From an optimization exercise on the open Yosys and OpenROAD flow, aimed at small area, a short achievable clock period and few clock cycles; shortcuts taken in it are not production practice.
In this exercise RTL edits were held to simulation tests only and were not proved equivalent to the original.

==> flow/design.v <==
`timescale 1ns/1ps
module kf_top
#(parameter W=24, parameter FRAC=14, parameter NR=40, parameter ADDRW=6)
(
  input              clk,
  input              rst_n,
  input              start,
  input  [W-1:0]     data_in,
  output reg         ready,
  output [W-1:0]     result_out,
  output reg         au_done
);
  reg sLOAD, sM1, sM2, sOP1, sOP2, sDI, sDIV, sM3, sM4, sOP4;
  reg [2:0]  lc;           
  reg [1:0]  mcnt;         
  reg        mfirst;       
  reg        px;           
  reg        dfirst;       
  reg [3:0]  dcnt;         
  reg        accs;         
  reg        qtop2;        
  reg [23:0] PHI, Q, R, X, Y, AR;
  reg [36:0] ACC;
  reg [23:0] REM;
  reg [11:0] BSEL;         
  assign result_out = Q;           
  function [1:0] top_chunk;
    input [22:0] v;
    begin
      if      (|v[22:15]) top_chunk = 2'd2;
      else if (|v[14:7])  top_chunk = 2'd1;
      else                top_chunk = 2'd0;
    end
  endfunction
  function [11:0] booth;
    input [8:0] c;
    integer k;
    begin
      for (k = 0; k < 4; k = k + 1) begin
        booth[3*k]   = c[2*k+1] ^ c[2*k];                                   
        booth[3*k+1] = (c[2*k+2] & ~c[2*k+1] & ~c[2*k]) |
                       (~c[2*k+2] & c[2*k+1] & c[2*k]);                     
        booth[3*k+2] = c[2*k+2] & ~(c[2*k+1] & c[2*k]);                     
      end
    end
  endfunction
  function [8:0] chunk;
    input [22:0] v;
    input [1:0]  i;
    begin
      case (i)
        2'd0:    chunk = {v[7:0], 1'b0};
        2'd1:    chunk = v[15:7];
        default: chunk = {1'b0, v[22:15]};
      endcase
    end
  endfunction
  wire [36:0] acc_sh = mfirst ? 37'd0 : {ACC[28:0], 8'd0};
  wire [36:0] msum;
  mulstep MUL (.acc(acc_sh), .a(AR[22:0]), .bsel(BSEL), .sum(msum));
  wire [22:0] mprod = msum[36:14];
  wire        m3div  = sDIV & ((dcnt == 4'd5 & qtop2) | dcnt == 4'd1);
  wire        mP     = sM1 | sM2 | sM4 | px;           
  wire        mB     = mP | m3div | sM3;
  wire        mlast  = (mP & (mcnt == 2'd0)) | sM3;
  wire [1:0]  ptop   = top_chunk(PHI[22:0]);
  wire        mstart  = (sLOAD & (lc == 3'd5)) | ((sM1 | sM2 | sM3) & (mcnt == 2'd0));
  wire [1:0]  cidx    = mstart ? ptop : mcnt - 2'd1;
  reg  [8:0]  bchunk;
  always @* begin
    if (sDIV)
      case (dcnt)
        4'd6:    bchunk = {1'b0, Y[22:15]};
        4'd2:    bchunk = Y[15:7];
        default: bchunk = {Y[7:2], qb1, qb0, 1'b0};
      endcase
    else
      bchunk = chunk(PHI[22:0], cidx);
  end
  wire [11:0] bnext   = booth(bchunk);
  wire        a_prod = sOP1 | sOP4;
  wire        b_q    = sOP1 | sOP2;
  wire        sub_op = sDIV;
  wire [23:0] sa_in  = a_prod ? {accs, ACC[36:14]} : (sOP2 ? R : Y);
  wire [23:0] sb_in  = b_q ? Q : X;
  wire [23:0] smres;
  smadd SMA (.a(sa_in), .b({sb_in[23] ^ sub_op, sb_in[22:0]}), .y(smres));
  wire        dz   = ~|R[22:0];    
  wire [22:0] dmag = dz ? 23'h7FFFFE : R[22:0];
  wire        b1, b2;
  wire [22:0] rv;
  divstep DIVS (.r(REM), .d(dmag), .b1(b1), .b2(b2), .rv(rv));
  wire        dsm = ~dz && (R[22:6] == 17'd0) && (!R[5] || R[4:0] == 5'd0);
  wire        qb1 = dsm ? ~dfirst : b1;
  wire        qb0 = dsm | b2;
  wire [22:0] qr     = Q[22:0] | R[22:0];
  wire        dfast  = (Q[23] == R[23]) && (|qr[22:6]);
  wire        pxdone = !px || mcnt == 2'd0;
  reg  [3:0]  fm;
  always @* begin
    if      (|qr[22:21]) fm = 4'd10;
    else if (|qr[20:19]) fm = 4'd9;
    else if (|qr[18:17]) fm = 4'd8;
    else if (|qr[16:15]) fm = 4'd7;
    else if (|qr[14:13]) fm = 4'd6;
    else if (|qr[12:11]) fm = 4'd5;
    else if (|qr[10:9])  fm = 4'd4;
    else if (|qr[8:7])   fm = 4'd3;
    else                 fm = 4'd2;
  end
  reg [23:0] finit;
  always @* begin
    finit = 24'd0;
    finit[{fm, 1'b1}] = 1'b1;
  end
  always @(posedge clk) begin
    if (mB) ACC <= msum;
    BSEL <= bnext;
    if (sOP2 | sDI) begin
      REM  <= (sOP2 & dfast) ? finit : 24'd32;
      dcnt <= (sOP2 & dfast) ? 4'd13 - fm : 4'd11;
    end else begin
      REM  <= {rv, 1'b0};
      dcnt <= dcnt - 4'd1;
    end
  end
  always @(posedge clk) begin
    if (!rst_n) begin
      ready <= 1'b1; au_done <= 1'b0;
      sLOAD <= 1'b0; sM1 <= 1'b0; sM2 <= 1'b0; sOP1 <= 1'b0; sOP2 <= 1'b0;
      sDI <= 1'b0; sDIV <= 1'b0; sM3 <= 1'b0; sM4 <= 1'b0; sOP4 <= 1'b0;
      px <= 1'b0; lc <= 3'd0; mfirst <= 1'b0; mcnt <= 2'd0;
    end else begin
      au_done <= 1'b0;
      if (mB) begin
        mfirst <= mlast;
        if (mP && mcnt != 2'd0) mcnt <= mcnt - 2'd1;
      end
      if (px && mcnt == 2'd0) begin
        px <= 1'b0;
        X  <= {X[23] ^ PHI[23], mprod};
      end
      if (ready && start) begin
        ready <= 1'b0; sLOAD <= 1'b1; lc <= 3'd1;
      end
      if (sLOAD) begin
        lc <= lc + 3'd1;
        case (lc)
          3'd1: PHI <= data_in;
          3'd2: Q   <= data_in;
          3'd3: R   <= data_in;
          3'd4: X   <= data_in;
          default: begin
            AR <= data_in;
            sLOAD <= 1'b0; sM1 <= 1'b1;
            mcnt <= ptop; mfirst <= 1'b1;
          end
        endcase
      end
      if (sM1) begin
        if (mfirst) Y <= data_in;
        if (mcnt == 2'd0) begin
          AR <= {AR[23] ^ PHI[23], mprod};
          sM1 <= 1'b0; sM2 <= 1'b1;
          mcnt <= ptop;
        end
      end
      if (sM2 && mcnt == 2'd0) begin
        accs <= AR[23] ^ PHI[23];
        AR   <= X;
        sM2 <= 1'b0; sOP1 <= 1'b1;
        mcnt <= ptop; px <= 1'b1;
      end
      if (sOP1) begin
        Q <= smres;
        sOP1 <= 1'b0; sOP2 <= 1'b1;
      end
      if (sOP2) begin
        R    <= smres;
        sOP2 <= 1'b0;
        dfirst <= 1'b1;
        qtop2 <= ~dfast | (fm <= 4'd6);
        if (pxdone) begin
          AR   <= Q;                   
          sDIV <= 1'b1;
        end else
          sDI <= 1'b1;                 
      end
      if (sDI) begin
        AR     <= Q;
        qtop2  <= 1'b1;
        sDI <= 1'b0; sDIV <= 1'b1;
      end
      if (sDIV) begin
        if (dfirst) begin
          PHI <= smres;                
          Y   <= 24'd0;
        end
        Y[{dcnt, 1'b1}] <= qb1;
        Y[{dcnt, 1'b0}] <= qb0;
        dfirst <= 1'b0;
        if (dcnt == 4'd0) begin
          sDIV <= 1'b0; sM3 <= 1'b1;
        end
      end
      if (sM3) begin
        AR   <= {Q[23] ^ R[23], mprod};    
        mcnt <= ptop;                      
        sM3 <= 1'b0; sM4 <= 1'b1;
      end
      if (sM4 && mcnt == 2'd0) begin
        accs <= AR[23] ^ PHI[23];
        sM4 <= 1'b0; sOP4 <= 1'b1;
      end
      if (sOP4) begin
        Q <= smres;
        ready <= 1'b1; au_done <= 1'b1;
        sOP4 <= 1'b0;
      end
    end
  end
endmodule
module smadd(input [23:0] a, input [23:0] b, output [23:0] y);
  wire        sa   = a[23];
  wire        esub = a[23] ^ b[23];
  wire [22:0] ma   = a[22:0];
  wire [22:0] yb   = b[22:0] ^ {23{esub}};
  wire [22:0] g0   = ma & yb;
  wire [22:0] p0   = ma ^ yb;
  wire [22:0] g [0:5];
  wire [22:0] p [0:5];
  assign g[0] = g0; assign p[0] = p0;
  genvar l, i;
  generate
    for (l = 0; l < 5; l = l + 1) begin : lv
      for (i = 0; i < 23; i = i + 1) begin : bt
        if ((i >> l) & 1) begin : cmb
          localparam integer j = ((i >> l) << l) - 1;
          assign g[l+1][i] = g[l][i] | (p[l][i] & g[l][j]);
          assign p[l+1][i] = p[l][i] & p[l][j];
        end else begin : pas
          assign g[l+1][i] = g[l][i];
          assign p[l+1][i] = p[l][i];
        end
      end
    end
  endgenerate
  wire [22:0] G = g[5];
  wire [22:0] P = p[5];
  wire [22:0] c0 = {G[21:0], 1'b0};
  wire [22:0] c1 = {G[21:0] | P[21:0], 1'b1};
  wire [22:0] s0 = p0 ^ c0;
  wire [22:0] s1 = p0 ^ c1;
  wire        gt = G[22];              
  wire        eq = P[22];              
  reg  [23:0] r;
  always @* begin
    if (!esub)
      r = {sa & (|ma | |b[22:0]), gt ? 23'h7FFFFF : s0};
    else if (gt | eq)
      r = {sa & gt, s1};
    else
      r = {~sa, ~s0};
  end
  assign y = r;
endmodule
module mulstep(input [36:0] acc, input [22:0] a, input [11:0] bsel, output [36:0] sum);
  wire [23:0] am  = {1'b0, a};
  wire [23:0] am2 = {a, 1'b0};
  wire [23:0] row [0:3];
  wire [3:0]  ng;
  genvar gk;
  generate
    for (gk = 0; gk < 4; gk = gk + 1) begin : brow
      assign ng[gk]  = bsel[3*gk+2];
      assign row[gk] = (({24{bsel[3*gk]}} & am) | ({24{bsel[3*gk+1]}} & am2)) ^ {24{ng[gk]}};
    end
  endgenerate
  wire [36:0] op0 = {12'd0, ~ng[0], row[0]};
  wire [36:0] op1 = {10'd0, ~ng[1], row[1], 2'd0};
  wire [36:0] op2 = {8'd0,  ~ng[2], row[2], 4'd0};
  wire [36:0] op3 = {6'd0,  ~ng[3], row[3], 6'd0};
  wire [36:0] opn = {30'd0, ng[3], 1'b0, ng[2], 1'b0, ng[1], 1'b0, ng[0]};
  localparam [36:0] SEXT = 37'h1FAB000000;    
  assign sum = acc + op0 + op1 + op2 + op3 + opn + SEXT;
endmodule
module divstep(input [23:0] r, input [22:0] d, output b1, output b2, output [22:0] rv);
  wire [24:0] t1  = {1'b0, r} - {2'b0, d};
  assign      b1  = ~t1[24];
  wire [23:0] r1  = b1 ? {t1[22:0], 1'b0} : {r[22:0], 1'b0};
  wire [24:0] t2  = {1'b0, r1} - {2'b0, d};
  assign      b2  = ~t2[24];
  assign      rv  = b2 ? t2[22:0] : r1[22:0];
endmodule
==> flow/flow/run.sh <==
#!/bin/bash
set -euo pipefail
bash standard.sh SETUP_SLACK_MARGIN=5.6 finish > standard.log 2>&1
==> flow/standard.sh <==
#!/bin/bash
# synth_recipe.tcl (not shown) runs the flow's synth.tcl, then flattens the netlist and writes it again
# the make line also repeats each setting of config.mk as NAME=value (left out here)
make -C /OpenROAD-flow-scripts/flow DESIGN_CONFIG=/design/flow/config.mk WORK_HOME=/design/flow/orfs CLKGATE_MAP_FILE= SYNTH_SCRIPT=/design/flow/synth_recipe.tcl "${@:-finish}"
==> flow/config.mk <==
export PLATFORM = sky130hd
export DESIGN_NAME = kf_top
export DESIGN_NICKNAME = kf_top
export VERILOG_FILES = /design/flow/design.v
export SDC_FILE = /design/flow/constraint.sdc
export NUM_CORES = 4
export LEC_CHECK = 0
export ABC_AREA = 1
export CAP_MARGIN = 20
export CORE_MARGIN = 2
export CORE_UTILIZATION = 40
export PLACE_DENSITY = 0.6
export SETUP_SLACK_MARGIN = 5
export SLEW_MARGIN = 20
export SYNTH_HIERARCHICAL = 1
==> flow/constraint.sdc <==
create_clock -name core_clock -period 10.0 [get_ports {clk}]
set_input_delay 2.0000 -clock core_clock [delete_from_list [all_inputs] [get_ports {clk}]]
set_output_delay 2.0000 -clock core_clock [all_outputs]
set_load 0.01 [all_outputs]
==> impl_metrics.csv, run 1 <==
group,metric,value,unit
routing,num_vias,28000,
grt,antenna_found_initial,2,
yosys,synthAdderAreaFrac,14.0,%
timing,setup_violations,0,
routing,totalWireLength,112000,um
critical_path,cp-start-kind,"register",
clocking,htreeDepth,1,
yosys,synth_area_leaders,"edfxtp_1 (21%), nand2_1 (13%), inv_1 (9.3%), ha_1 (8.0%), fa_1 (6.1%)",
critical_path,path_class,"reg -> reg",
routing,wl_per_cell,22.4,um
critical_path,slowest_delay,0.57,ns
yosys,yosysWarnings,9,
routing,ant_nets,0,
floorplanning,placementRows,94,
routing,vias_per_cell,5.63,
routing,first_pass_iters,6,
status,status,"complete, no violations",
cells_and_area,layout.nets,4366,
timing,skew,0.0403,ns
yosys,synth-simple-area-share,26.9,%
critical_path,setup.worst_path.end_class,"register",
yosys,yosys-mux-area-fraction,0.0853,%
floorplanning,die_w,261,um
grt,grt_pass1_vias,25900,
timing,fmax,211,MHz
critical_path,cp_num_cells,24,
place,gp_congestion,1.02,
floorplanning,die_area,68100,sq um
timing,hold_ws,0.470,ns
cells_and_area,layout_commonest_cell,"nand2_1",
yosys,synth_top_family_by_area,"simple AND/OR/NAND/NOR gates",
critical_path,reg2reg_depth,24,
grt,overflow,0,
critical_path,crit_fanout,5,
cells_and_area,final_cell_mix,"nand2_1 (763), inv_1 (581), nor2_1 (262)",
critical_path,r2r-start,"AR[6]$_DFFE_PP_",
timing,slew_viol_final,0,
yosys,ys_ff_latch,242,
clocking,clk_latency,0.62,ns
critical_path,endpoint,"AR[14]$_DFFE_PP_",
yosys,postSynthAreaPerCell,6.87,sq um
yosys,yosysSeqAreaShare,25.3,%
grt,grt_max_degree,52,
clocking,cts_buffers,29,
yosys,synth_top_area_share,20.9,%
clocking,clk_pin_slew,0.06,ns
critical_path,path_buf_inv,5,
floorplanning,core_area,65500,sq um
grt,grt_use_total,31.3,%
worst_hold_path,min_from,"sOP2$_SDFF_PP0_",
timing,hold_viol_final,0,
floorplanning,die_h,261,um
worst_hold_path,hold_path_class,"reg -> reg",
yosys,async_flop_share,0,%
routing,drc_errors,0,
clocking,cts_buffer_depth,3,
critical_path,crit_path_start,"AR[6]$_DFFE_PP_",
cells_and_area,fin_util,52.6,%
yosys,synthXorXnorAreaFrac,6.40,%
timing,fin_setup_tns,0,ns
flow_run,drv_cap,0,
timing,maxSlewHeadroom,21.8,%
cells_and_area,area_growth,30.4,%
critical_path,cp_data_required_time,10.45,ns
clocking,root_buffer,"clkbuf_16",
critical_path,timing.critical_path.cells,"clkinvlp_4, o22ai_2, xor2_1, fa_1, fa_1, inv_2, fa_1, inv_2, ha_4, nand2_4, nor2_4, nand3_2, nand3_4, nand2_4, nand2_8, buf_6, nand2_4, nand2_2, nand2_2, nand2_4, inv_2, o211ai_1, a21oi_1, a21oi_1",
grt,grt_pass1_wl,161000,um
critical_path,r2r_slack,5.25,ns
critical_path,r2r_end,"AR[14]$_DFFE_PP_",
critical_path,crit_arrival,5.19,ns
floorplanning,initial_utilization,40.3,%
timing,rsz0062_at_grt,"true",
routing,drt_iter0_drc,2949,
yosys,synthCells,3844,
yosys,synth_edf_count,184,
timing,worstMarginPinSlew,1.16,ns
timing,period_needed,4.75,ns
place,dp_hpwl,79400,um
critical_path,cp_slowest_cell,"fa_1",
critical_path,critPathMostFrequentCell,"nand2_4",
critical_path,cp_top_family,"adder cells",
yosys,synth_area_leader_cell,"edfxtp_1",
yosys,syn_area,26400,sq um
timing,finalCritPeriodShare,47.5,%
cells_and_area,drive_gt1_share,25.6,%
place,io_buffers,52,
yosys,synth_top_flop_cell,"edfxtp_1",
floorplanning,io-pin-count,53,
clocking,numClockSinks,242,
yosys,yosys.cell_types.count,67,
clocking,cts_tree,"built",
yosys,synth_compound_area_share,15.1,%
## layout make-up
cell class	instances	area, sq um
fillers	6198	31100
multi-input cells	2803	19800
flip-flops and latches	242	6720
repair buffers	325	3080
inverters	679	2650
well taps	864	1080
clock buffers	44	873
clock inverters	10	111
repair inverters	11	104
diodes	2	5.00
## Yosys stat by module (local to each module, per instance)
module | flip-flops and latches | cells inside | cell area [sq um] | times used
smadd | 0 | 437 | 2600 | 1
kf_top | 242 | 1728 | 13600 | 1
mulstep | 0 | 930 | 6460 | 1
divstep | 0 | 749 | 3790 | 1
## cells in the mapped netlist (9+ instances only)
master	count
a21oi_1	154
a21oi_2	12
a31oi_1	14
buf_2	24
buf_6	9
clkbuf_1	92
dfxtp_1	58
edfxtp_1	184
fa_1	80
ha_1	168
inv_1	655
inv_2	19
nand2_1	924
nand2_2	47
nand2_4	14
nand3_1	182
nand3_2	11
nand3b_1	9
nand4_1	37
nor2_1	327
nor2_2	22
nor2_4	10
nor3_1	18
nor4_1	12
o2111ai_1	9
o211ai_1	23
o21ai_0	287
o21ai_1	34
o22ai_1	134
xnor2_1	18
xor2_1	175
## timing repair
item                       in CTS  in global routing
setup endpoints to repair     179                170
resized for setup             400                428
gates cloned                   21                  3
pin swaps                     139                258
hold buffers                    0                  0
setup buffers                 139                 99
## cells by family after synthesis
| group | after synthesis |
|---|---|
| multiplexers | 2 |
| adder cells (fa/ha/maj) | 248 |
| other | 1 |
| flip-flops | 242 |
| buffers and inverters | 815 |
| XOR/XNOR | 193 |
| AO/OA/AOI/OAI | 707 |
| AND/OR/NAND/NOR | 1636 |
## state kept, by name, summed over array words and instances (netlist names), 23 cells and up
| signal | cells |
|---|---|
| REM | 23 |
| X | 24 |
| R | 24 |
| Y | 24 |
| ACC | 37 |
| Q | 24 |
| AR | 24 |
| PHI | 24 |
## worst min-delay path by stage
stage	slack, ns	endpoint	cells after the start
6_report	0.47	sOP2$_SDFF_PP0_	1
5_1_grt	0.48	sOP2$_SDFF_PP0_	1
4_1_cts	0.47	sOP2$_SDFF_PP0_	1
3_5_place_dp	0.42	sOP2$_SDFF_PP0_	1
3_3_place_gp	0.42	sOP2$_SDFF_PP0_	1
2_1_floorplan	0.43	au_done$_SDFF_PN0_	2
## through the flow
| stage | area, sq um | setup WS (ns) | std cells |
|---|---|---|---|
| 2_1_floorplan | 26800 | 5.60 | 3853 |
| 3_3_place_gp | 28000 | 4.12 | 4662 |
| 3_5_place_dp | 28000 | 4.10 | 4662 |
| 4_1_cts | 32000 | 5.41 | 4876 |
| 5_1_grt | 34400 | 5.11 | 4978 |
| 6_report | 34400 | 5.25 | 4980 |
## routing by layer
layer | global-route usage (%) | wire length [um] | up-vias
met5 | 0 | 21 | -
met4 | 17.1 | 7560 | 4
met2 | 48.7 | 49200 | 1516
met1 | 41.8 | 45100 | 13200
met3 | 4.79 | 9940 | 342
li1 | - | - | 12900
Testbench counts, summed over its fixed seeds: cycles 7,763.
==> run 2, diff against run 1 <==
==> flow/flow/run.sh (replaced) <==
#!/bin/bash
# The standard layout (standard.sh), with Yosys's full-adder cell mapping
# turned off so that ABC maps the adder trees; clock and constraints unchanged.
set -euo pipefail
bash standard.sh ADDER_MAP_FILE= finish > standard.log 2>&1
==> run 2 against run 1 <==
Cell area is 5.5% lower. Die area is 12% higher. Critical endpoint is now R[7]$_DFFE_PP_. Routed wire length is 7.4% higher. Final cell count is 25% higher. Critical path depth is 4 lower. Largest cell class unchanged. Via count is 21% higher.
==> impl_metrics.csv, run 2 <==
group,metric,value,unit
yosys,synth_top_area_share,25.8,%
yosys,synth_edf_count,184,
cells_and_area,largest_reg_flops,37,
clocking,clk_pin_slew,0.06,ns
yosys,syn_area,29700,sq um
cells_and_area,drive_gt1_share,9.40,%
yosys,yosysWarnings,9,
yosys,synth_top_flop_cell,"edfxtp_1",
clocking,htreeDepth,1,
yosys,synth_area_leader_cell,"nand2_1",
floorplanning,die_area,76400,sq um
cells_and_area,fin_util,44.5,%
cells_and_area,final_cell_mix,"nand2_1 (2,025), inv_1 (653), nand3_1 (459)",
cells_and_area,fin_cells,6206,
critical_path,timing.critical_path.cells,"nor2_4, buf_6, o21ai_0, o22ai_1, nor2_1, inv_1, nand2_1, nor2_2, nand2_2, nor2_4, inv_2, nor2_1, nand2_1, nand3_4, inv_1, o21ai_0, nand2_1, nand2_1, nand2_1, o21ai_0",
floorplanning,io-pin-count,53,
floorplanning,core_area,73200,sq um
timing,worstMarginPinSlew,1.09,ns
critical_path,crit_fanout,55,
flow_run,drv_cap,0,
yosys,yosys.cell_count.top_type,"nand2_1",
cells_and_area,seq_area,6700,sq um
critical_path,cp-start-kind,"register",
floorplanning,die_w,276,um
timing,rsz0062_at_grt,"true",
place,gp_congestion,1.01,
routing,totalWireLength,120000,um
clocking,numClockSinks,242,
routing,wl_per_cell,19.3,um
critical_path,critPathMostFrequentCell,"nand2_1",
routing,drt_iter0_drc,3584,
yosys,synthCells,5223,
routing,ant_nets,0,
routing,first_pass_iters,8,
cells_and_area,multiInputGateArea,19700,sq um
clocking,cts_tree,"built",
cells_and_area,largest_register,"ACC",
clocking,cts_buffer_depth,3,
timing,finalCritPeriodShare,49.2,%
floorplanning,placementRows,99,
place,io_buffers,52,
timing,period_needed,4.92,ns
critical_path,cp_slowest_cell,"o22ai_1",
critical_path,setup.worst_path.end_class,"register",
clocking,clk_latency,0.62,ns
place,post-place-ws,3.47,ns
timing,hold_ws,0.509,ns
worst_hold_path,hold_path_class,"reg -> reg",
timing,skew,0.0196,ns
cells_and_area,area_growth,9.67,%
grt,grt_pass1_vias,30300,
critical_path,slowest_delay,0.62,ns
grt,grt_max_degree,69,
floorplanning,initial_utilization,40.5,%
critical_path,cp_data_required_time,10.35,ns
cells_and_area,layout_commonest_cell,"nand2_1",
routing,drc_errors,0,
critical_path,cp_top_family,"simple AND/OR/NAND/NOR gates",
grt,overflow,0,
cells_and_area,layout.nets,5248,
routing,num_vias,33800,
timing,hold_viol_final,0,
timing,slew_viol_final,0,
timing,fin_ws,5.08,ns
yosys,postSynthAreaPerCell,5.68,sq um
timing,fin_setup_tns,0,ns
yosys,yosys.cell_types.count,69,
status,status,"complete, no violations",
yosys,ys_ff_latch,242,
yosys,synth_area_leaders,"nand2_1 (26%), edfxtp_1 (19%), inv_1 (8.3%), nand3_1 (7.8%), nor2_1 (5.0%)",
grt,grt_pass1_wl,179000,um
yosys,async_flop_share,0,%
cells_and_area,finalInstanceArea,32600,sq um
timing,maxSlewHeadroom,26.6,%
routing,vias_per_cell,5.45,
timing,fmax,203,MHz
critical_path,crit_arrival,5.27,ns
critical_path,path_class,"reg -> reg",
yosys,yosysSeqAreaShare,22.5,%
clocking,cts_buffers,31,
place,post-place-cells,6105,
timing,setup_violations,0,
grt,grt_use_total,30.1,%
grt,antenna_found_initial,2,
yosys,synth_common_cells,"nand2_1 (2,041), inv_1 (655), nand3_1 (462), nor2_1 (395), o21ai_0 (278)",
critical_path,path_buf_inv,4,
place,place_area,30700,sq um
clocking,root_buffer,"clkbuf_16",
place,dp_hpwl,91900,um
cells_and_area,nFillCells,7957,
floorplanning,die_h,276,um
run 2: path summary, 6_finish.rpt:
| check | start | endpoint | slack, ns | cells after the start |
|---|---|---|---|---|
| setup reg to reg | sOP4$_SDFF_PP0_ | R[7]$_DFFE_PP_ | 5.08 | 20 |
| hold reg to reg | sM1$_SDFF_PN0_ | sM1$_SDFF_PN0_ | 0.51 | 2 |
| hold / removal | sM1$_SDFF_PN0_ | sM1$_SDFF_PN0_ | 0.51 | 2 |
| setup / recovery | sOP4$_SDFF_PP0_ | R[7]$_DFFE_PP_ | 5.08 | 20 |
run 2: final cells by class:
class	instances	share of cell area [%]
Sequential cell	242	20.6
Tap cell	959	3.69
Clock inverter	19	0.765
Timing Repair inverter	1	0.0154
Antenna cell	1	0.00769
Timing Repair Buffer	109	3.28
Clock buffer	39	2.60
Multi-Input combinational cell	4099	60.5
Inverter	737	8.58
run 2: kinds of logic after synthesis:
| kind of cell | Yosys count | share of synthesized area [%] |
|---|---|---|
| XOR/XNOR | 124 | 3.71 |
| other | 1 | 0.0126 |
| AND/OR/NAND/NOR | 3256 | 47.5 |
| flip-flops | 242 | 22.5 |
| AO/OA/AOI/OAI | 677 | 13.2 |
| multiplexers | 10 | 0.337 |
| buffers and inverters | 913 | 12.7 |
run 2: Yosys stat by module (local to each module, per instance):
module | flops+latches | copies in the design | area [sq um] | cells inside
divstep | 0 | 1 | 4180 | 927
kf_top | 242 | 1 | 13200 | 1679
mulstep | 0 | 1 | 9390 | 2053
smadd | 0 | 1 | 2880 | 564
run 2: worst min-delay path: stages (launching register included):
cell	delay (ns)
dfxtp_1	0.34
inv_1	0.06
a211oi_1	0.06
run 2: repair_timing:
item,CTS,global route
endpoints found under the setup margin,110,132
hold buffers,0,0
gates resized for setup,29,56
cloned,12,3
endpoints found under the hold margin,0,0
pin swaps,10,13
buffers inserted,10,17
run 2: layer usage:
metal  vias up  global-route usage (%)  wire (um)
li1      16700                       -          -
met1     15400                    41.9      52500
met2      1525                    46.1      50400
met3       276                    4.83      11200
met4         0                    13.0       6000
met5         -                       0          0
==> run 3, diff against run 2 <==
==> flow/flow/run.sh (replaced) <==
#!/bin/bash
# The standard layout (standard.sh, unchanged synthesis); the timing repair
# may also resize cells to other footprints. Clock and constraints unchanged.
set -euo pipefail
bash standard.sh MATCH_CELL_FOOTPRINT=0 finish > standard.log 2>&1
==> run 3 against run 2 <==
Clock skew shrank 0.0048 ns. Register-to-register slack gained 0.08 ns. Cell area shrank 6.3%. Critical path depth is 3 higher. Setup slack improved by 0.080 ns. Area after synthesis shrank 11%.
==> impl_metrics.csv, run 3 <==
group,metric,value,unit
routing,totalWireLength,103000,um
clocking,clk_latency,0.61,ns
floorplanning,initial_utilization,40.3,%
cells_and_area,finalInstanceArea,30500,sq um
timing,setup_violations,0,
routing,drc_errors,0,
worst_hold_path,hold_path_class,"reg -> reg",
cells_and_area,largest_reg_flops,37,
yosys,postSynthAreaPerCell,6.87,sq um
grt,grt_use_total,29.8,%
timing,rsz0062_at_grt,"true",
yosys,yosysSeqAreaShare,25.3,%
critical_path,path_class,"reg -> reg",
timing,skew,0.0148,ns
clocking,clk_pin_slew,0.06,ns
clocking,ctsHoldBuffers,0,
cells_and_area,final_cell_mix,"nand2_1 (896), inv_1 (626), nor2_1 (307)",
critical_path,slowest_delay,0.51,ns
floorplanning,die_area,68100,sq um
critical_path,timing.critical_path.cells,"inv_1, o22ai_1, xor2_1, fa_1, fa_1, inv_1, fa_1, inv_1, ha_1, nand2_2, inv_2, a21oi_2, nand3_2, nand2_1, nand2_2, nand2_1, nand2_1, nand2_1, nand2_2, o211ai_1, nand2_1, o211ai_1, nand2_1",
yosys,synth_common_cells,"nand2_1 (924), inv_1 (655), nor2_1 (327), o21ai_0 (287), edfxtp_1 (184)",
cells_and_area,fin_cells,4794,
place,gp_congestion,0.994,
yosys,synth_top_area_share,20.9,%
yosys,synth_edf_count,184,
routing,vias_per_cell,5.53,
yosys,synthCells,3844,
timing,finalCritPeriodShare,48.4,%
clocking,cts_tree,"built",
grt,overflow,0,
grt,antenna_found_initial,2,
timing,slew_viol_final,0,
cells_and_area,nFillCells,6615,
routing,first_pass_iters,6,
clocking,cts_buffer_depth,3,
timing,period_needed,4.84,ns
cells_and_area,drive_gt1_share,12.4,%
cells_and_area,area_growth,15.5,%
routing,drt_iter0_drc,2742,
yosys,synth_area_leader_cell,"edfxtp_1",
floorplanning,die_h,261,um
yosys,syn_area,26400,sq um
yosys,yosysWarnings,9,
routing,wl_per_cell,21.6,um
critical_path,path_buf_inv,4,
clocking,numClockSinks,242,
cells_and_area,antenna_cells,0,
timing,fin_setup_tns,0,ns
timing,worstMarginPinSlew,1.23,ns
timing,maxSlewHeadroom,17.2,%
critical_path,cp-start-kind,"register",
clocking,root_buffer,"clkbuf_16",
critical_path,cp_top_family,"adder cells",
clocking,cts_buffers,29,
yosys,async_flop_share,0,%
timing,hold_ws,0.491,ns
yosys,synth_area_leaders,"edfxtp_1 (21%), nand2_1 (13%), inv_1 (9.3%), ha_1 (8.0%), fa_1 (6.1%)",
timing,fmax,207,MHz
timing,fin_ws,5.16,ns
place,io_buffers,52,
clocking,htreeDepth,1,
floorplanning,core_area,65500,sq um
yosys,yosys.cell_types.count,67,
yosys,yosys.cell_count.top_type,"nand2_1",
place,dp_hpwl,78300,um
critical_path,critPathMostFrequentCell,"nand2_1",
cells_and_area,layout_commonest_cell,"nand2_1",
critical_path,crit_arrival,5.19,ns
flow_run,drv_cap,0,
grt,grt_max_degree,74,
cells_and_area,layout.nets,4182,
place,place_area,27600,sq um
routing,ant_nets,0,
critical_path,cp_slowest_cell,"fa_1",
cells_and_area,largest_register,"ACC",
status,status,"complete, no violations",
floorplanning,io-pin-count,53,
grt,grt_pass1_wl,154000,um
timing,hold_viol_final,0,
grt,grt_pass1_vias,24700,
floorplanning,placementRows,94,
place,post-place-ws,3.63,ns
critical_path,crit_fanout,8,
routing,num_vias,26500,
critical_path,setup.worst_path.end_class,"register",
yosys,ys_ff_latch,242,
floorplanning,die_w,261,um
critical_path,cp_data_required_time,10.35,ns
yosys,synth_top_flop_cell,"edfxtp_1",
place,post-place-cells,4661,
[run 3: per-module statistics from Yosys (local to each module, per instance)]
module,cell area (sq um),copies in the design
kf_top,13600,1
mulstep,6460,1
divstep,3790,1
smadd,2600,1
[run 3: what timing repair did]
action                                  CTS  global route
pin swaps                                12            36
gates cloned                             16             2
resized for setup                        92           148
setup buffers                            32            29
endpoints found under the setup margin  129           125
[run 3: final cells by class]
cell class | count | area (sq um) | share of cell area (%)
Inverter | 679 | 2610 | 8.55
Tap cell | 864 | 1080 | 3.55
Multi-Input combinational cell | 2803 | 17700 | 57.9
Timing Repair Buffer | 141 | 1360 | 4.46
Clock inverter | 11 | 123 | 0.402
Sequential cell | 242 | 6710 | 22.0
Timing Repair inverter | 11 | 85.1 | 0.279
Clock buffer | 43 | 862 | 2.83
[run 3: cells by family after synthesis]
family                   synth area share (%)
flip-flops                               25.3
other                                  0.0142
XOR/XNOR                                 6.40
AO/OA/AOI/OAI                            15.1
adder cells (fa/ha/maj)                  14.0
multiplexers                           0.0853
AND/OR/NAND/NOR                          26.9
buffers and inverters                    12.1
[run 3: per-stage QoR]
stage	util, %
finish	46.5
global route	46.5
CTS	45.2
detailed placement	42.2
global placement	42.2
floorplan	-
[run 3: path summary, 6_finish.rpt]
check / startpoint / to / slack (ns) / depth (start not counted)
hold reg to reg: sM4$_SDFFE_PP0P_ / sM4$_SDFFE_PP0P_ / 0.49 / 1
setup / recovery: AR[7]$_DFFE_PP_ / AR[22]$_DFFE_PP_ / 5.16 / 23
setup reg to reg: AR[7]$_DFFE_PP_ / AR[22]$_DFFE_PP_ / 5.16 / 23
hold / removal: sM4$_SDFFE_PP0P_ / sM4$_SDFFE_PP0P_ / 0.49 / 1
[run 3: per-layer routing]
layer | vias up | GRT usage, % | share of wire, %
met4 | 0 | 15.2 | 6.0
met5 | - | 0 | 0
met3 | 262 | 3.85 | 8.7
met1 | 12500 | 40.9 | 42
met2 | 1225 | 46.1 | 44
li1 | 12500 | - | -
==> run 4, diff against run 3 <==
==> flow/flow/run.sh (replaced) <==
#!/bin/bash
# The standard layout (standard.sh, unchanged synthesis); the timing repair
# may also resize cells to other footprints. Clock and constraints unchanged.
set -euo pipefail
bash standard.sh MATCH_CELL_FOOTPRINT=0 SETUP_SLACK_MARGIN=5.5 finish > standard.log 2>&1
==> run 4 against run 3 <==
Routed wire length rose by 8.0%. Final cell count increased by 4.4%. Critical path type unchanged. Still clean.
==> impl_metrics.csv, run 4 <==
group,metric,value,unit
status,status,"complete, no violations",
grt,grt_pass1_wl,161000,um
floorplanning,io-pin-count,53,
timing,finalCritPeriodShare,48.6,%
timing,hold_viol_final,0,
cells_and_area,largest_reg_flops,37,
timing,fin_setup_tns,0,ns
clocking,cts_tree,"built",
worst_hold_path,hold_depth,1,
clocking,cts_buffers,34,
place,post-place-cells,4661,
cells_and_area,final_cell_mix,"nand2_1 (739), inv_1 (578), o21ai_0 (259)",
critical_path,setup.worst_path.end_class,"register",
grt,overflow,0,
cells_and_area,nFillCells,6123,
critical_path,crit_fanout,7,
cells_and_area,fin_util,53.5,%
floorplanning,die_area,68100,sq um
yosys,postSynthAreaPerCell,6.87,sq um
routing,totalWireLength,112000,um
yosys,synth_area_leader_cell,"edfxtp_1",
clocking,cts_buffer_depth,3,
worst_hold_path,hold_path_class,"reg -> reg",
timing,fin_ws,5.14,ns
cells_and_area,fin_cells,5003,
cells_and_area,layout_commonest_cell,"nand2_1",
floorplanning,core_area,65500,sq um
timing,hold_ws,0.426,ns
clocking,clk_pin_slew,0.06,ns
cells_and_area,area_growth,32.6,%
critical_path,critPathMostFrequentCell,"nand2_1",
yosys,yosysSeqAreaShare,25.3,%
yosys,yosys-mux-area-fraction,0.0853,%
routing,drt_iter0_drc,3267,
critical_path,path_buf_inv,9,
critical_path,cp_top_family,"simple AND/OR/NAND/NOR gates",
cells_and_area,layout.nets,4387,
place,dp_hpwl,79100,um
floorplanning,die_h,261,um
place,post-place-ws,3.88,ns
flow_run,drv_cap,0,
yosys,yosys.cell_types.count,67,
critical_path,reg2reg_depth,36,
yosys,synthCells,3844,
clocking,numClockSinks,242,
clocking,clk_latency,0.57,ns
timing,rsz0062_at_grt,"true",
routing,ant_nets,0,
routing,drc_errors,0,
place,place_area,27600,sq um
critical_path,cp_data_required_time,10.46,ns
clocking,root_buffer,"clkbuf_16",
yosys,synth_edf_count,184,
critical_path,crit_arrival,5.32,ns
yosys,synth_compound_area_share,15.1,%
cells_and_area,largest_register,"ACC",
clocking,ctsHoldBuffers,0,
cells_and_area,drive_gt1_share,27.1,%
routing,first_pass_iters,6,
yosys,synth_common_cells,"nand2_1 (924), inv_1 (655), nor2_1 (327), o21ai_0 (287), edfxtp_1 (184)",
yosys,synth_top_flop_cell,"edfxtp_1",
timing,worstMarginPinSlew,1.12,ns
critical_path,cp_num_cells,36,
grt,grt_pass1_vias,25900,
yosys,yosys.cell_count.top_type,"nand2_1",
routing,num_vias,28100,
grt,grt_use_total,31.3,%
critical_path,path_class,"reg -> reg",
yosys,async_flop_share,0,%
yosys,synth-simple-area-share,26.9,%
place,io_buffers,52,
yosys,synthXorXnorAreaFrac,6.40,%
yosys,synth_top_area_share,20.9,%
yosys,synth_top_family_by_area,"simple AND/OR/NAND/NOR gates",
routing,vias_per_cell,5.61,
yosys,syn_area,26400,sq um
yosys,ys_ff_latch,242,
critical_path,cp-start-kind,"register",
floorplanning,placementRows,94,
timing,maxSlewHeadroom,24.7,%
timing,setup_violations,0,
yosys,yosysWarnings,9,
floorplanning,die_w,261,um
routing,wl_per_cell,22.3,um
yosys,synth_area_leaders,"edfxtp_1 (21%), nand2_1 (13%), inv_1 (9.3%), ha_1 (8.0%), fa_1 (6.1%)",
timing,fmax,206,MHz
clocking,htreeDepth,2,
timing,period_needed,4.86,ns
floorplanning,initial_utilization,40.3,%
timing,slew_viol_final,0,
grt,grt_max_degree,54,
critical_path,cp_slowest_cell,"edfxtp_1",
cells_and_area,finalInstanceArea,35000,sq um
critical_path,slowest_delay,0.45,ns
grt,antenna_found_initial,2,
place,gp_congestion,1.01,
timing,skew,0.0272,ns
yosys,synthAdderAreaFrac,14.0,%
==> run 4: routing by layer <==
metal  global-route usage (%)  share of wire [%]
met2                     48.6                 45
met4                     17.3                6.7
met1                     41.1                 39
met3                     5.84                9.2
met5                        0              0.030
==> run 4: cells by family after synthesis <==
logic type                 after synthesis
DFF                                    242
AOI/OAI and AO/OA                      707
and+or+nand+nor                       1636
xor gates and xnor gates               193
muxes                                    2
other                                    1
adders and majority gates              248
buffers and inverters                  815
==> run 4: worst register-to-register path: cells and delay by family (launching register included) <==
family / cells / cell delay, ns
AO/OA/AOI/OAI: 2 / 0.30
adder cells (fa/ha/maj): 2 / 0.58
AND/OR/NAND/NOR: 23 / 2.64
flip-flops: 1 / 0.45
buffers and inverters: 9 / 0.82
==> run 4: cell type report <==
| type | count | area [sq um] | area share (%) |
|---|---|---|---|
| multi-input cells | 2804 | 20200 | 57.6 |
| inverters | 679 | 2650 | 7.55 |
| flip-flops and latches | 242 | 6710 | 19.2 |
| well taps | 864 | 1080 | 3.09 |
| diodes | 2 | 5.00 | 0.0143 |
| repair buffers | 336 | 3190 | 9.10 |
| clock inverters | 13 | 124 | 0.354 |
| clock buffers | 48 | 935 | 2.67 |
| repair inverters | 15 | 148 | 0.421 |
==> run 4: per-module statistics from Yosys (local to each module, per instance) <==
module / cell area [sq um] / copies in the design / flip-flops and latches
divstep: 3790 / 1 / 0
mulstep: 6460 / 1 / 0
kf_top: 13600 / 1 / 242
smadd: 2600 / 1 / 0
==> run 4: worst paths after layout <==
check | start | end | slack, ns
worst max-delay path | R[9]$_DFFE_PP_ | REM[16]$_SDFF_PN0_ | 5.14
worst min-delay path | sM3$_SDFF_PP0_ | sM3$_SDFF_PP0_ | 0.43
worst max register to register | R[9]$_DFFE_PP_ | REM[16]$_SDFF_PN0_ | 5.14
worst min register to register | sM3$_SDFF_PP0_ | sM3$_SDFF_PP0_ | 0.43
==> run 4: repair_timing <==
action,in CTS,in global routing
gates cloned,21,7
setup buffers,150,101
resized for setup,442,500
pin swaps,123,239
setup endpoints to repair,179,160
==> run 5, diff against run 4 <==
--- a/flow/design.v
+++ b/flow/design.v
@@ -86,10 +86,9 @@
   wire [23:0] smres;
   smadd SMA (.a(sa_in), .b({sb_in[23] ^ sub_op, sb_in[22:0]}), .y(smres));
-  wire        dz   = ~|R[22:0];    
+  reg         dz, dsm;
   wire [22:0] dmag = dz ? 23'h7FFFFE : R[22:0];
   wire        b1, b2;
   wire [22:0] rv;
   divstep DIVS (.r(REM), .d(dmag), .b1(b1), .b2(b2), .rv(rv));
-  wire        dsm = ~dz && (R[22:6] == 17'd0) && (!R[5] || R[4:0] == 5'd0);
   wire        qb1 = dsm ? ~dfirst : b1;
   wire        qb0 = dsm | b2;
@@ -139,5 +138,5 @@
       if (px && mcnt == 2'd0) begin
         px <= 1'b0;
-        X  <= {X[23] ^ PHI[23], mprod};
+        X[23] <= X[23] ^ PHI[23];
       end
       if (ready && start) begin
@@ -161,5 +160,5 @@
         if (mfirst) Y <= data_in;
         if (mcnt == 2'd0) begin
-          AR <= {AR[23] ^ PHI[23], mprod};
+          AR[23] <= AR[23] ^ PHI[23];
           sM1 <= 1'b0; sM2 <= 1'b1;
           mcnt <= ptop;
@@ -173,5 +172,4 @@
       end
       if (sOP1) begin
-        Q <= smres;
         sOP1 <= 1'b0; sOP2 <= 1'b1;
       end
@@ -181,5 +179,7 @@
         dfirst <= 1'b1;
         qtop2 <= ~dfast | (fm <= 4'd6);
-        if (pxdone) begin
+        dz   <= 1'b0;
+        dsm  <= 1'b0;
+        if (dfast && pxdone) begin
           AR   <= Q;                   
           sDIV <= 1'b1;
@@ -190,4 +190,6 @@
         AR     <= Q;
         qtop2  <= 1'b1;
+        dz     <= ~|R[22:0];
+        dsm    <= |R[22:0] && (R[22:6] == 17'd0) && (!R[5] || R[4:0] == 5'd0);
         sDI <= 1'b0; sDIV <= 1'b1;
       end
@@ -205,5 +207,5 @@
       end
       if (sM3) begin
-        AR   <= {Q[23] ^ R[23], mprod};    
+        AR[23] <= Q[23] ^ R[23];           
         mcnt <= ptop;                      
         sM3 <= 1'b0; sM4 <= 1'b1;
@@ -214,8 +216,10 @@
       end
       if (sOP4) begin
-        Q <= smres;
         ready <= 1'b1; au_done <= 1'b1;
         sOP4 <= 1'b0;
       end
+      if ((sM1 && mcnt == 2'd0) || sM3) AR[22:0] <= mprod;    
+      if (px && mcnt == 2'd0)           X[22:0]  <= mprod;    
+      if (sOP1 | sOP4)                  Q        <= smres;    
     end
   end
==> flow/run.sh (new file) <==
#!/bin/bash
# synth_recipe.tcl (not shown) runs the flow's synth.tcl, then flattens the netlist and writes it again
# the make line also repeats each setting of config.mk as NAME=value (left out here)
make -C /OpenROAD-flow-scripts/flow DESIGN_CONFIG=/design/flow/config.mk WORK_HOME=/design/flow/orfs CLKGATE_MAP_FILE= SYNTH_SCRIPT=/design/flow/synth_recipe.tcl finish
removed: flow/flow/run.sh
removed: flow/standard.sh
==> run 5 against run 4 <==
Clock skew fell by 0.0079 ns. Routed wire length down 9.6%. Core utilization fell by 8.0 points. Die area down 0.71%. Cell area down 16%. Hold slack improved by 0.061 ns. Highest routed layer unchanged.
==> impl_metrics.csv, run 5 <==
group,metric,value,unit
status,status,"complete, no violations",
yosys,synth_edf_count,186,
flow_run,drv_cap,0,
clocking,root_buffer,"clkbuf_16",
cells_and_area,largest_reg_flops,37,
clocking,numClockSinks,244,
yosys,ys_ff_latch,244,
grt,grt-busiest-layer,"met2",
floorplanning,placementRows,93,
place,io_buffers,52,
clocking,cts_buffers,30,
critical_path,path_class,"reg -> reg",
floorplanning,io-pin-count,53,
timing,fmax,204,MHz
routing,drc_errors,0,
grt,grt_pass1_wl,147000,um
yosys,synth_area_leader_cell,"edfxtp_1",
yosys,yosysWarnings,9,
yosys,synth_top_flop_cell,"edfxtp_1",
cells_and_area,largest_register,"ACC",
routing,num_vias,26000,
cells_and_area,layout.nets,4116,
critical_path,slowest_delay,0.49,ns
timing,maxSlewHeadroom,27.8,%
critical_path,r2r-start,"BSEL[0]$_DFF_P_",
yosys,async_flop_share,0,%
timing,setup_violations,0,
timing,period_needed,4.90,ns
critical_path,cp-start-kind,"register",
routing,vias_per_cell,5.51,
yosys,synthCells,3792,
grt,globalRouteMet2Util,43.5,%
clocking,cts_tree,"built",
yosys,yosys.cell_count.top_type,"nand2_1",
critical_path,crit_path_start,"BSEL[0]$_DFF_P_",
cells_and_area,finalInstanceArea,29400,sq um
routing,totalWireLength,101000,um
timing,skew,0.0193,ns
grt,overflow,0,
grt,met1_usage,39.8,%
timing,fin_setup_tns,0,ns
timing,finalCritPeriodShare,49.0,%
worst_hold_path,hold_path_class,"reg -> reg",
yosys,postSynthAreaPerCell,6.91,sq um
yosys,syn_area,26200,sq um
grt,grt_max_degree,66,
grt,antenna_found_initial,1,
critical_path,cp_data_required_time,10.44,ns
floorplanning,die_h,260,um
cells_and_area,final_cell_mix,"nand2_1 (1,004), inv_1 (625), nor2_1 (256)",
critical_path,path_buf_inv,3,
place,dp_hpwl,77100,um
timing,worstMarginPinSlew,1.07,ns
clocking,clk_latency,0.60,ns
place,place_area,27400,sq um
cells_and_area,area_growth,12.0,%
floorplanning,initial_utilization,40.6,%
floorplanning,die_w,260,um
critical_path,cp_slowest_cell,"fa_1",
yosys,synth_area_leaders,"edfxtp_1 (21%), nand2_1 (14%), inv_1 (9.1%), ha_1 (8.0%), fa_1 (6.1%)",
floorplanning,core_area,64600,sq um
yosys,yosys.cell_types.count,66,
floorplanning,die_area,67600,sq um
critical_path,setup.worst_path.end_class,"register",
routing,first_pass_iters,6,
clocking,clk_pin_slew,0.06,ns
routing,drt_iter0_drc,2999,
critical_path,cp_top_family,"adder cells",
grt,grt_pass1_vias,24100,
routing,wl_per_cell,21.4,um
clocking,ctsHoldBuffers,0,
routing,ant_nets,0,
place,gp_congestion,1.03,
clocking,htreeDepth,1,
cells_and_area,layout_commonest_cell,"nand2_1",
grt,grt_use_total,28.6,%
worst_hold_path,min_from,"mcnt[1]$_SDFF_PN0_",
yosys,yosysSeqAreaShare,25.7,%
critical_path,crit_arrival,5.35,ns
clocking,cts_buffer_depth,3,
timing,slew_viol_final,0,
grt,use_met3,3.68,%
timing,hold_viol_final,0,
yosys,synth_top_area_share,21.3,%
timing,rsz0062_at_grt,"true",
yosys,synth_common_cells,"nand2_1 (1,010), inv_1 (638), nor2_1 (263), o21ai_0 (255), nand3_1 (218)",
critical_path,timing.critical_path.cells,"clkinvlp_4, o22ai_1, xor2_1, fa_1, fa_1, inv_1, fa_1, inv_1, ha_1, nand2_1, o21ai_0, a21oi_1, nand2_2, xor2_1, nand2_1, nand2_1",
cells_and_area,drive_gt1_share,8.98,%
critical_path,crit_fanout,11,
==> run 5: cell types whose count changed after synthesis, moves of 9 or more <==
cell | before | now
nor3_1 | 18 | 27
o21ai_1 | 34 | 46
nand2_1 | 924 | 1010
nand4_1 | 37 | 27
inv_1 | 655 | 638
nand3_1 | 182 | 218
clkbuf_1 | 92 | 78
o22ai_1 | 134 | 115
o21ai_0 | 287 | 255
o211ai_1 | 23 | 4
nor2_1 | 327 | 263
a21oi_1 | 154 | 123
==> run 5: what timing repair did <==
action,4_1_cts,5_1_grt
pin swaps,2,14
gates cloned,3,18
endpoints found under the setup margin,109,136
gates resized for setup,25,93
buffers inserted,10,28
==> run 5: worst reg2reg max path, delay by kind of cell (launching register included) <==
family | cells | cell delay, ns
buf+inv | 3 | 0.43
flops | 1 | 0.44
fa+ha+maj | 4 | 1.77
xor+xnor | 2 | 0.71
compound gates | 3 | 0.85
simple gates | 4 | 0.56
==> run 5: worst paths after layout <==
check,depth (start not counted),slack (ns),endpoint
max reg2reg,16,5.10,AR[4]$_DFFE_PP_
min reg2reg,2,0.49,mcnt[1]$_SDFF_PN0_
max,16,5.10,AR[4]$_DFFE_PP_
min,2,0.49,mcnt[1]$_SDFF_PN0_
==> run 5: layout make-up <==
| class | instances | area (sq um) |
|---|---|---|
| tap | 855 | 1070 |
| timing repair inverter | 13 | 98.8 |
| fill | 6667 | 35200 |
| timing repair buffer | 117 | 1190 |
| multi-input combinational | 2772 | 16700 |
| clock buffer | 44 | 876 |
| antenna | 1 | 2.50 |
| clock inverter | 12 | 85.1 |
| sequential | 244 | 6760 |
| inverter | 663 | 2530 |
==> run 5: per-module statistics from Yosys (local to each module, per instance) <==
| module | area (sq um) | times used |
|---|---|---|
| divstep | 3790 | 1 |
| smadd | 2600 | 1 |
| mulstep | 6480 | 1 |
| kf_top | 13300 | 1 |
==> run 5: cells by family (layout without fill, tap and decap cells) <==
kind of cell	Yosys count	count (layout)	share of synthesized area [%]
AO/OA/AOI/OAI	607	607	12.9
XOR/XNOR	192	192	6.41
adder cells (fa/ha/maj)	248	248	14.1
buffers and inverters	790	849	12.0
flip-flops	244	244	25.7
multiplexers	8	8	0.310
other	1	11	0.0143
AND/OR/NAND/NOR	1702	1707	28.5
==> run 5: routing by layer <==
metal | vias to the layer above | part of all wire, %
met5 | - | 0.013
met4 | 2 | 5.9
met2 | 1384 | 42
li1 | 12300 | -
met1 | 12000 | 42
met3 | 239 | 9.5
==> run 5: metrics by stage <==
step	setup WS, ns	utilization (%)	cells	hold slack (ns)
after floorplan	5.57	-	3801	0.434
after global placement	4.04	42.4	4605	0.477
after detailed placement	3.99	42.4	4605	0.477
after CTS	5.01	44.2	4674	0.486
after global routing	4.98	45.5	4720	0.503
final	5.10	45.5	4721	0.487
Testbench counts of run 5, summed over its fixed seeds: cycles 7,763.
==> run 6, diff against run 5 <==
--- a/flow/design.v
+++ b/flow/design.v
@@ -70,13 +70,10 @@
   always @* begin
     if (sDIV)
-      case (dcnt)
-        4'd6:    bchunk = {1'b0, Y[22:15]};
-        4'd2:    bchunk = Y[15:7];
-        default: bchunk = {Y[7:2], qb1, qb0, 1'b0};
-      endcase
+      bchunk = dcnt[2] ? {1'b0, Y[22:15]} : Y[15:7];    
     else
       bchunk = chunk(PHI[22:0], cidx);
   end
-  wire [11:0] bnext   = booth(bchunk);
+  wire [11:0] bq0     = booth({Y[7:2], qb1, qb0, 1'b0});
+  wire [11:0] bnext   = (sDIV && dcnt == 4'd0) ? bq0 : booth(bchunk);
   wire        a_prod = sOP1 | sOP4;
   wire        b_q    = sOP1 | sOP2;
==> run 6 against run 5 <==
Global-route usage down 0.19 points. Sequential share of layout area down 0.24 points. Highest routed layer unchanged. Critical path type unchanged. Cell area up 1.2%.
==> impl_metrics.csv, run 6 <==
group,metric,value,unit
status,status,"complete, no violations",
routing,wl_per_cell,21.3,um
routing,vias_per_cell,5.49,
yosys,yosysSeqAreaShare,25.5,%
cells_and_area,drive_gt1_share,9.60,%
yosys,ys_ff_latch,244,
routing,ant_nets,0,
critical_path,crit_arrival,5.15,ns
grt,grt_use_total,28.4,%
routing,totalWireLength,101000,um
critical_path,cp-start-kind,"register",
critical_path,cp_data_required_time,10.35,ns
timing,slew_viol_final,0,
cells_and_area,final_cell_mix,"nand2_1 (984), inv_1 (627), nor2_1 (269)",
timing,hold_viol_final,0,
timing,skew,0.0295,ns
grt,grt_pass1_vias,23700,
timing,fin_setup_tns,0,ns
yosys,synth_area_leader_cell,"edfxtp_1",
yosys,yosys.cell_types.count,66,
yosys,synthCells,3807,
floorplanning,placementRows,94,
yosys,syn_area,26500,sq um
critical_path,cp_slowest_cell,"edfxtp_1",
timing,period_needed,4.80,ns
yosys,synth_top_area_share,21.1,%
timing,rsz0062_at_grt,"true",
clocking,ctsHoldBuffers,0,
place,gp_congestion,0.997,
clocking,cts_buffers,30,
critical_path,path_class,"reg -> reg",
routing,drc_errors,0,
timing,worstMarginPinSlew,1.07,ns
timing,setup_violations,0,
critical_path,crit_fanout,16,
critical_path,r2r-start,"dz$_SDFFCE_PN0P_",
cells_and_area,largest_reg_flops,37,
grt,antenna_found_initial,1,
timing,maxSlewHeadroom,28.5,%
yosys,synth_edf_count,186,
clocking,clk_latency,0.62,ns
place,io_buffers,52,
clocking,root_buffer,"clkbuf_16",
yosys,yosys.cell_count.top_type,"nand2_1",
critical_path,r2r_end,"Y[4]$_DFFE_PP_",
grt,overflow,0,
clocking,cts_buffer_depth,3,
cells_and_area,fin_cells,4741,
routing,first_pass_iters,6,
cells_and_area,layout_commonest_cell,"nand2_1",
timing,finalCritPeriodShare,48.0,%
yosys,async_flop_share,0,%
flow_run,drv_cap,0,
cells_and_area,fin_util,45.3,%
floorplanning,core_area,65600,sq um
timing,fin_ws,5.20,ns
critical_path,slowest_delay,0.46,ns
floorplanning,die_area,68200,sq um
clocking,htreeDepth,1,
critical_path,critPathMostFrequentCell,"nand2_1",
clocking,clk_pin_slew,0.06,ns
place,post-place-ws,3.70,ns
floorplanning,die_w,261,um
yosys,postSynthAreaPerCell,6.95,sq um
routing,drt_iter0_drc,3120,
timing,fmax,208,MHz
worst_hold_path,hold_path_class,"reg -> reg",
grt,grt_max_degree,72,
floorplanning,die_h,261,um
grt,grt_pass1_wl,147000,um
clocking,numClockSinks,244,
cells_and_area,largest_register,"ACC",
yosys,yosysWarnings,9,
worst_hold_path,holdPathEnd,"ready$_SDFFE_PP1P_",
clocking,cts_tree,"built",
yosys,synth_top_flop_cell,"edfxtp_1",
worst_hold_path,hold_depth,1,
yosys,synth_common_cells,"nand2_1 (994), inv_1 (640), nor2_1 (277), o21ai_0 (237), nand3_1 (214)",
yosys,synth_area_leaders,"edfxtp_1 (21%), nand2_1 (14%), inv_1 (9.1%), ha_1 (7.9%), fa_1 (6.1%)",
critical_path,r2r_slack,5.20,ns
floorplanning,io-pin-count,53,
critical_path,reg2reg_depth,31,
cells_and_area,area_growth,12.3,%
critical_path,setup.worst_path.end_class,"register",
cells_and_area,layout.nets,4126,
place,post-place-cells,4629,
worst_hold_path,min_from,"ready$_SDFFE_PP1P_",
routing,num_vias,26000,
floorplanning,initial_utilization,40.3,%
place,dp_hpwl,76900,um
## run 6: changes by cell type after synthesis, moves of 9 or more
cell      delta
o21ai_1     -26
o21ai_0     -18
mux2i_1     +16
nand2_1     -16
nand2_2     +16
a211oi_1    +15
nor2_1      +14
nand4_1     +12
a21oi_1      +9
## run 6: timing repair
action | 4_1_cts | 5_1_grt
pin swaps | 5 | 16
resized for setup | 22 | 91
setup buffers | 8 | 31
cloned | 6 | 10
endpoints found under the setup margin | 136 | 149
## run 6: worst max path at each step
stage / from / end / slack (ns)
after floorplan: dz$_SDFFCE_PN0P_ / Y[4]$_DFFE_PP_ / 5.37
after global placement: dz$_SDFFCE_PN0P_ / Y[4]$_DFFE_PP_ / 3.85
after detailed placement: dz$_SDFFCE_PN0P_ / Y[4]$_DFFE_PP_ / 3.70
after CTS: BSEL[0]$_DFF_P_ / X[17]$_DFFE_PP_ / 5.01
after global routing: dz$_SDFFCE_PN0P_ / Y[4]$_DFFE_PP_ / 4.96
final: dz$_SDFFCE_PN0P_ / Y[4]$_DFFE_PP_ / 5.20
## run 6: metal layers
layer | wire length [um] | up-vias | GRT usage, %
met2 | 44200 | 1177 | 43.9
met3 | 8370 | 222 | 3.37
met5 | 13 | - | 0
met4 | 5100 | 2 | 12.4
li1 | - | 12400 | -
met1 | 43500 | 12300 | 40.0
## run 6: cell type report
type                    instances  area, sq um
clock buffers                  42          867
fillers                      6766        35900
repair inverters                8         63.8
multi-input cells            2789        17100
well taps                     864         1080
flip-flops and latches        244         6760
inverters                     660         2530
clock inverters                14          139
repair buffers                119         1150
diodes                          1         2.50
## run 6: cells by family after synthesis
family	after synthesis	share of synthesized area [%]
AO/OA/AOI/OAI	583	12.4
XOR/XNOR	194	6.42
adder cells (fa/ha/maj)	247	13.9
buffers and inverters	788	11.9
flip-flops	244	25.5
multiplexers	23	0.870
other	1	0.0142
AND/OR/NAND/NOR	1727	29.0
## run 6: worst max-delay path: cells and delay by family, from the launching register on
family | cells | cell delay (ns)
compound gates | 2 | 0.27
fa+ha+maj | 2 | 0.64
buf+inv | 6 | 0.64
simple gates | 21 | 2.50
flops | 1 | 0.46
## run 6: through the flow
step	instance area [sq um]	hold slack (ns)
4_1_cts	28900	0.500
5_1_grt	29700	0.522
3_5_place_dp	27700	0.479
2_1_floorplan	26500	0.434
6_report	29700	0.497
3_3_place_gp	27700	0.487
## run 6: modules after synthesis, one instance, submodules excluded
module   copies in the design  flip-flops and latches  area, sq um
kf_top                      1                     244        13400
mulstep                     1                       0         6640
divstep                     1                       0         3790
smadd                       1                       0         2600
Testbench counts of run 6, summed over its fixed seeds: cycles 7,763.

==> what the ideal ports hide <==
No port has a modelled driver above. Below, the same layouts with a new extraction and two added sets of constraints. Step 1 sets driving cells, clkbuf_16 on the clock port and buf_2 on the other inputs (assumed; they add their load-dependent delay and slew). Step 2 times the ports against the registers' clock, not the clock port: input delays grow and output delays shrink by t, the midpoint of the rising clock arrivals with the driver on. Three values: no drivers, after step 1, after step 2; two values: the first two.
| run | shift t [ns] | setup slack, ns | worst setup path after step 2 | clock arrival spread, ns |
|---|---|---|---|---|
| run 1 | 0.665 | 5.254 / 5.254 / 5.254 | register to register | 0.041 / 0.040 |
| run 2 | 0.676 | 5.080 / 5.080 / 5.080 | register to register | 0.020 / 0.020 |
| run 3 | 0.666 | 5.160 / 5.160 / 5.160 | register to register | 0.016 / 0.016 |
| run 4 | 0.619 | 5.141 / 5.141 / 5.141 | register to register | 0.027 / 0.028 |
| run 5 | 0.647 | 5.099 / 5.099 / 5.099 | register to register | 0.019 / 0.019 |
| run 6 | 0.661 | 5.197 / 5.197 / 5.197 | register to register | 0.030 / 0.029 |
After both steps setup and hold are still met in every run listed.
